Background: an optimization exercise with open tools, aiming at small area and a short achievable clock period. Do not read the settings as production practice. For this run, only the layout was checked, not whether the RTL still works. Power is estimated from default activity; no workload was simulated.

**flow/design.v**
```verilog
module arb_rr(input clk, rst_n, input [7:0] request, output reg [7:0] grant);
reg [2:0] token_cs;
reg       granted_r;
reg [7:0] grant_ns;
reg [2:0] token_ns;
reg       grant_ro;
reg [2:0] idx;
integer k;
always @* begin
   grant_ns = 8'b0;
   grant_ro = 1'b0;
   token_ns = token_cs;
   idx      = 3'd0;
   for(k = 7; k >= 0; k = k - 1) begin
      idx = token_cs + k[2:0];
      if(request[idx]) begin
         grant_ns      = 8'b0;
         grant_ns[idx] = 1'b1;
         token_ns      = idx;
         grant_ro      = 1'b1;
      end
   end
   if(!grant_ro && granted_r)
      token_ns = token_cs + 3'd1;
end
always @(posedge clk, negedge rst_n)
   if(!rst_n) begin
      token_cs  <= 3'd0;
      granted_r <= 1'b0;
      grant     <= 8'b0;
   end
   else begin
      token_cs  <= token_ns;
      granted_r <= grant_ro;
      grant     <= grant_ns;
   end
endmodule
module fifo(output full, empty, ready, output reg [6:0] head, tail,
   output reg [7:0] cnt, output do_push_o, output reg pushed_last, pushed_last2,
   output [127:0] tap,
   input [31:0] wdata, input [3:0] wgrp,
   input push, pop, reset_n, clock);
parameter WIDTH = 32;
parameter DEPTH = 128;
wire do_pop  = pop && !empty;
wire do_push = push && !full;
assign do_push_o = do_push;
assign full = (cnt == DEPTH);
assign empty = (cnt == 0);
assign ready = !empty;
always @(posedge clock, negedge reset_n) begin
   if(!reset_n) begin
      head <= 0;
      tail <= 0;
      cnt <= 0;
      pushed_last <= 0;
      pushed_last2 <= 0;
   end
   else begin
      pushed_last <= do_push;
      pushed_last2 <= pushed_last;
      if(do_pop)
         tail <= tail + 1;
      if(do_push)
         head <= head + 1;
      if(do_push && !do_pop)
         cnt <= cnt + 1;
      else if(do_pop && !do_push)
         cnt <= cnt - 1;
   end
end
reg [31:0] wd_r;
reg [3:0] wg_r;
always @(posedge clock) wd_r <= wdata;
always @(posedge clock, negedge reset_n)
   if(!reset_n) wg_r <= 4'd0;
   else wg_r <= wgrp;
genvar g;
generate for(g = 0; g < 4; g = g + 1) begin: grp
   reg [32*32-1:0] sr;
   always @(posedge clock)
      sr <= {sr[31*32-1:0], wg_r[g] ? wd_r : sr[32*32-1:31*32]};
   assign tap[g*32 +: 32] = sr[31:0];
end
endgenerate
endmodule
module portin(input clock, reset_n, frame_n, valid_n, di, granted,
   input push_ok,            
   input [6:0] slot,         
   input [4:0] ph,           
   output reg [3:0] addr, output vld,
   output [31:0] gdata,      
   output [31:0] d0, d1,     
   output act0, act1,        
   output [2:0] tj0, tj1,    
   output [1:0] tg0, tg1);   
reg [2:0] cnta;
reg [3:0] inc_addr;
reg [31:0] b0, b1;
reg rb, pb, vld_r;
reg [1:0] pend;
reg [6:0] ts0, ts1;
reg [2:0] j0, j1;
assign vld = vld_r && !granted;
assign gdata = pb ? b1 : b0;
assign d0 = b0;
assign d1 = b1;
assign act0 = pend[0] && (ts0[4:0] == ph + 5'd1);
assign act1 = pend[1] && (ts1[4:0] == ph + 5'd1);
assign tj0 = j0;
assign tj1 = j1;
assign tg0 = ts0[6:5];
assign tg1 = ts1[6:5];
always @(posedge clock)
   if(reset_n && frame_n && !valid_n)
      addr <= inc_addr;
always @(posedge clock) begin
   if(!valid_n && !rb) b0 <= {di, b0[31:1]};
   if(!valid_n &&  rb) b1 <= {di, b1[31:1]};
end
always @(posedge clock, negedge reset_n)
   if(!reset_n) begin
      cnta <= 0;
      inc_addr <= 0;
      rb <= 0;
      pb <= 0;
      vld_r <= 0;
   end
   else begin
      if(!frame_n && valid_n) begin
         if(!cnta[2]) begin
            inc_addr[cnta[1:0]] <= di;
            cnta <= cnta + 1;
         end
      end
      else if(frame_n && !valid_n) begin
         vld_r <= 1;
         cnta <= 0;
         pb <= rb;
         rb <= !rb;
      end
      if(granted)
         vld_r <= 0;
   end
always @(posedge clock, negedge reset_n)
   if(!reset_n) begin
      pend <= 2'b00;
      ts0 <= 0; ts1 <= 0;
      j0 <= 0; j1 <= 0;
   end
   else begin
      if(act0) pend[0] <= 1'b0;
      if(act1) pend[1] <= 1'b0;
      if(granted && push_ok) begin
         pend[pb] <= 1'b1;
         if(pb) begin ts1 <= slot; j1 <= addr[2:0]; end
         else   begin ts0 <= slot; j0 <= addr[2:0]; end
      end
   end
endmodule
module portout(input [31:0] gdata, input [127:0] tap,
   input [7:0] cnt, input [6:0] tail, input do_push, pushed_last, pushed_last2,
   input [4:0] ph,
   input rdy, clock, reset_n, output reg frameo_n, valido_n, dout, pop);
reg [5:0] count;
reg  state;
reg  cb;
reg [31:0] bk0, bk1;
parameter WAIT = 1'b0, READ_PAYLOAD = 1'b1;
wire first = (state == READ_PAYLOAD) && (count == 6'd0);
wire [7:0] d = first ? cnt - 8'd1 : cnt;
wire [6:0] nsl = first ? tail + 7'd1 : tail;
wire ex = d > {6'd0, pushed_last} + {6'd0, pushed_last2};
wire ser = ex && (ph == nsl[4:0] + 5'd1);
reg par;
wire [31:0] sdata = tap[nsl[6:5]*32 +: 32];
wire [31:0] cdata = par ? gdata : sdata;
wire [31:0] sbank = cb ? bk0 : bk1;
always @(posedge clock, negedge reset_n)
   if(!reset_n) par <= 1'b0;
   else par <= do_push && (d == 8'd0);
always @(posedge clock) begin
   if((par || ser) && !cb) bk0 <= cdata;
   if((par || ser) &&  cb) bk1 <= cdata;
end
always @(posedge clock, negedge reset_n)
begin
   if(!reset_n) begin
      dout <= 0;
      frameo_n <= 1;
      valido_n <= 1;
      pop <= 0;
      count <= 0;
      cb <= 0;
      state <= WAIT;
   end
   else
      case(state)
      WAIT:
         if(rdy) begin
            pop <= 1;
            cb <= !cb;
            state <= READ_PAYLOAD;
         end
         else begin
            pop <= 0;
            dout <= 0;
            frameo_n <= 1;
            valido_n <= 1;
            count <= 0;
            state <= WAIT;
         end
      READ_PAYLOAD:
         if(count <= 31) begin
            pop <= 0;
            dout <= sbank[count[4:0]];
            count <= count + 1;
            frameo_n <= 0;
            valido_n <= 0;
            state <= READ_PAYLOAD;
         end
         else begin
            pop <= 0;
            dout <= 0;
            count <= 0;
            frameo_n <= 1;
            valido_n <= 1;
            state <= WAIT;
         end
      endcase
end
endmodule
module switch_fabric(input [255:0] din, input [31:0] addr,
   input [7:0] grant, output [31:0] gbus, output [7:0] push,
   input [511:0] sdata, input [15:0] act, input [47:0] tj, input [31:0] tg,
   output reg [255:0] wdata, output reg [31:0] wgrp);
reg [31:0] gp;
reg [3:0] ga;
integer i, j, g;
always @* begin
   gp = 32'h0;
   ga = 4'h0;
   for(i = 0; i < 8; i = i + 1)
      if(grant[i]) begin
         gp = gp | din[i*32 +: 32];
         ga = ga | addr[i*4 +: 4];
      end
   if(grant == 8'h0)
      ga = 4'b1000;
end
assign gbus = gp;
genvar k;
generate for(k = 0; k < 8; k = k + 1) begin: pd
   assign push[k] = (ga == k);
end
endgenerate
always @* begin
   wdata = 256'h0;
   wgrp = 32'h0;
   for(j = 0; j < 8; j = j + 1)
      for(i = 0; i < 16; i = i + 1)
         if(act[i] && tj[i*3 +: 3] == j) begin
            wdata[j*32 +: 32] = wdata[j*32 +: 32] | sdata[i*32 +: 32];
            for(g = 0; g < 4; g = g + 1)
               if(tg[i*2 +: 2] == g)
                  wgrp[j*4 + g] = 1'b1;
         end
end
endmodule
module router(input clock,  reset_n, input [7:0]frame_n, valid_n, di,
   output [7:0] dout, valido_n, frameo_n);
reg [4:0] ph;
always @(posedge clock, negedge reset_n)
   if(!reset_n) ph <= 5'd0;
   else ph <= ph + 5'd1;
wire [255:0] gdata_from_portin;
wire [31:0] addr_from_portin;
wire [7:0] vld_from_portin;
wire [511:0] sdata;
wire [15:0] act;
wire [47:0] tj;
wire [31:0] tg;
wire [7:0] grant_from_arbiter;
wire [31:0] gbus;
wire [7:0] push_from_switch;
wire [255:0] wdata;
wire [31:0] wgrp;
wire [7:0] ready_from_fifo, full_from_fifo, do_push, pushed_last, pushed_last2;
wire [6:0] head [7:0];
wire [6:0] tail [7:0];
wire [7:0] cnt [7:0];
wire [127:0] tap [7:0];
wire [7:0] pop_from_portout;
reg [6:0] gslot;
integer q;
always @* begin
   gslot = 7'd0;
   for(q = 0; q < 8; q = q + 1)
      if(push_from_switch[q]) gslot = gslot | head[q];
end
wire push_ok = |do_push;
reg [31:0] gbus_r;
always @(posedge clock) gbus_r <= gbus;
arb_rr arbiter(.clk(clock), .rst_n(reset_n), .request(vld_from_portin), .grant(grant_from_arbiter));
switch_fabric switch_fabric(.din(gdata_from_portin), .addr(addr_from_portin), .grant(grant_from_arbiter),
   .gbus(gbus), .push(push_from_switch),
   .sdata(sdata), .act(act), .tj(tj), .tg(tg), .wdata(wdata), .wgrp(wgrp));
genvar i;
generate for(i=0;i<8;i=i+1) begin: inst
   portin portin(.clock(clock), .reset_n(reset_n), .frame_n(frame_n[i]),
      .valid_n(valid_n[i]), .di(di[i]), .granted(grant_from_arbiter[i]),
      .push_ok(push_ok), .slot(gslot), .ph(ph),
      .addr(addr_from_portin[i*4 +: 4]), .vld(vld_from_portin[i]),
      .gdata(gdata_from_portin[i*32 +: 32]),
      .d0(sdata[(2*i)*32 +: 32]), .d1(sdata[(2*i+1)*32 +: 32]),
      .act0(act[2*i]), .act1(act[2*i+1]),
      .tj0(tj[(2*i)*3 +: 3]), .tj1(tj[(2*i+1)*3 +: 3]),
      .tg0(tg[(2*i)*2 +: 2]), .tg1(tg[(2*i+1)*2 +: 2]));
   fifo fifo(.clock(clock), .reset_n(reset_n),
      .push(push_from_switch[i]), .pop(pop_from_portout[i]),
      .full(full_from_fifo[i]), .empty(), .ready(ready_from_fifo[i]),
      .head(head[i]), .tail(tail[i]), .cnt(cnt[i]),
      .do_push_o(do_push[i]), .pushed_last(pushed_last[i]), .pushed_last2(pushed_last2[i]),
      .tap(tap[i]), .wdata(wdata[i*32 +: 32]), .wgrp(wgrp[i*4 +: 4]));
   portout portout(.gdata(gbus_r), .tap(tap[i]), .cnt(cnt[i]), .tail(tail[i]),
      .do_push(do_push[i]), .pushed_last(pushed_last[i]), .pushed_last2(pushed_last2[i]), .ph(ph),
      .rdy(ready_from_fifo[i]),
      .clock(clock), .reset_n(reset_n), .frameo_n(frameo_n[i]),
      .valido_n(valido_n[i]), .dout(dout[i]), .pop(pop_from_portout[i]));
   end
endgenerate
endmodule
```
**flow/run.sh**
```bash
#!/bin/bash
# synth_recipe.tcl (not shown) runs the flow's synth.tcl, then flattens the netlist and writes it again
# the make line also repeats each setting of config.mk as NAME=value (left out here)
make -C /OpenROAD-flow-scripts/flow DESIGN_CONFIG=/design/flow/config.mk WORK_HOME=/design/flow/orfs CLKGATE_MAP_FILE= SYNTH_SCRIPT=/design/flow/synth_recipe.tcl finish
```
**flow/config.mk**
```make
export PLATFORM = sky130hd
export DESIGN_NAME = router
export DESIGN_NICKNAME = router
export VERILOG_FILES = /design/flow/design.v
export SDC_FILE = /design/flow/constraint.sdc
export NUM_CORES = 8
export LEC_CHECK = 0
export CAP_MARGIN = 20
export CORE_MARGIN = 2
export CORE_UTILIZATION = 65
export SLEW_MARGIN = 20
```
**flow/constraint.sdc**
```tcl
create_clock -name core_clock -period 5.5 [get_ports {clock}]
set_input_delay 1.1000 -clock core_clock [delete_from_list [all_inputs] [get_ports {clock}]]
set_output_delay 1.1000 -clock core_clock [all_outputs]
set_load 0.01 [all_outputs]
```
==> run summary <==
Num CTS Buffers 2906; Synth Area in XOR/XNOR 0.486%; hold_buf cts 1; Die Y 1.10 mm; fraction of registers with async set/reset 1.71%; Post-Syn Instances 44100; main combinational cell family by area after synthesis multiplexers; Clock Sink Count 34700; gpl congestion 1.09; synthesized area per cell 17.8 sq um; Simple-Gate Fraction of Synth Area 1.65%; maximum clock path buffer count 6; # resized after CTS 1; YS warnings 6; Initial Util 65.2%; Die X 1.10 mm; mux cell area share after synthesis 3.75%; Failed at 4_1_cts; Net Count, Synth 44300; # port buffers 49; EDFF count, synth 1056; Post-CTS Setup Bufs 0; adder-cell share of the synthesized area 0.250%; sequential area share after synthesis 90.3%; Error Message [ERROR DPL-0033] detailed placement checks failed during check placement.; HPWL after DPL 1230 mm; Yosys reg bits 34700; Post-Syn Area 0.785 sq mm; post-synthesis compound-gate area fraction 2.79%; CTS H-tree depth 8; Yosys cell types 111; clock root buffer master clkbuf_16; status stopped before the end; std cell rows 403; Main synth FF type dfxtp_1; Boundary Pins 50
[per-stage QoR]
step | cells | util [%] | cell area, sq um | setup WS (ns) | total power, mW
3_5_place_dp | 59600 | 67.3 | 810000 | 0.955 | 295
2_1_floorplan | 44100 | - | 785000 | 0.730 | 277
3_3_place_gp | 59600 | 67.3 | 810000 | 0.724 | 295
[power by group through the flow]
stage / clock network [mW] / registers, mW / logic [mW]
2_1_floorplan: 0 / 263 / 14.0
3_3_place_gp: 0 / 270 / 25.4
3_5_place_dp: 0 / 270 / 25.5
[cell usage after synthesis, drive strengths merged (272+ instances only)]
master  number  area (sq um)
a221oi     389          3410
nor2       317          1220
a22o       272          2380
nand3      364          1850
a222oi     439          4390
mux4       409          9210
edfxtp    1056         31700
dfxtp    33100        662000
dfrtp      585         14600
mux2      1733         19700
a22oi      790          5930
clkbuf     915          3440
buf        485          2280
nand2      724          2720
[cell families after synthesis]
| group | count (synthesis) |
|---|---|
| compound gates | 2703 |
| xor+xnor | 387 |
| fa+ha+maj | 157 |
| buf+inv | 1559 |
| flops | 34700 |
| mux | 2195 |
| simple gates | 2405 |
[worst min path at each step]
stage                                   startpoint                              endpoint  slack, ns  cells after the start
3_5_place_dp   inst[0].fifo.grp[0].sr[981]$_DFF_P_  inst[0].fifo.grp[0].sr[1013]$_DFF_P_       0.31                      0
3_3_place_gp   inst[4].fifo.grp[2].sr[535]$_DFF_P_   inst[4].fifo.grp[2].sr[567]$_DFF_P_       0.31                      0
2_1_floorplan  inst[0].fifo.grp[0].sr[968]$_DFF_P_  inst[0].fifo.grp[0].sr[1000]$_DFF_P_       0.31                      0
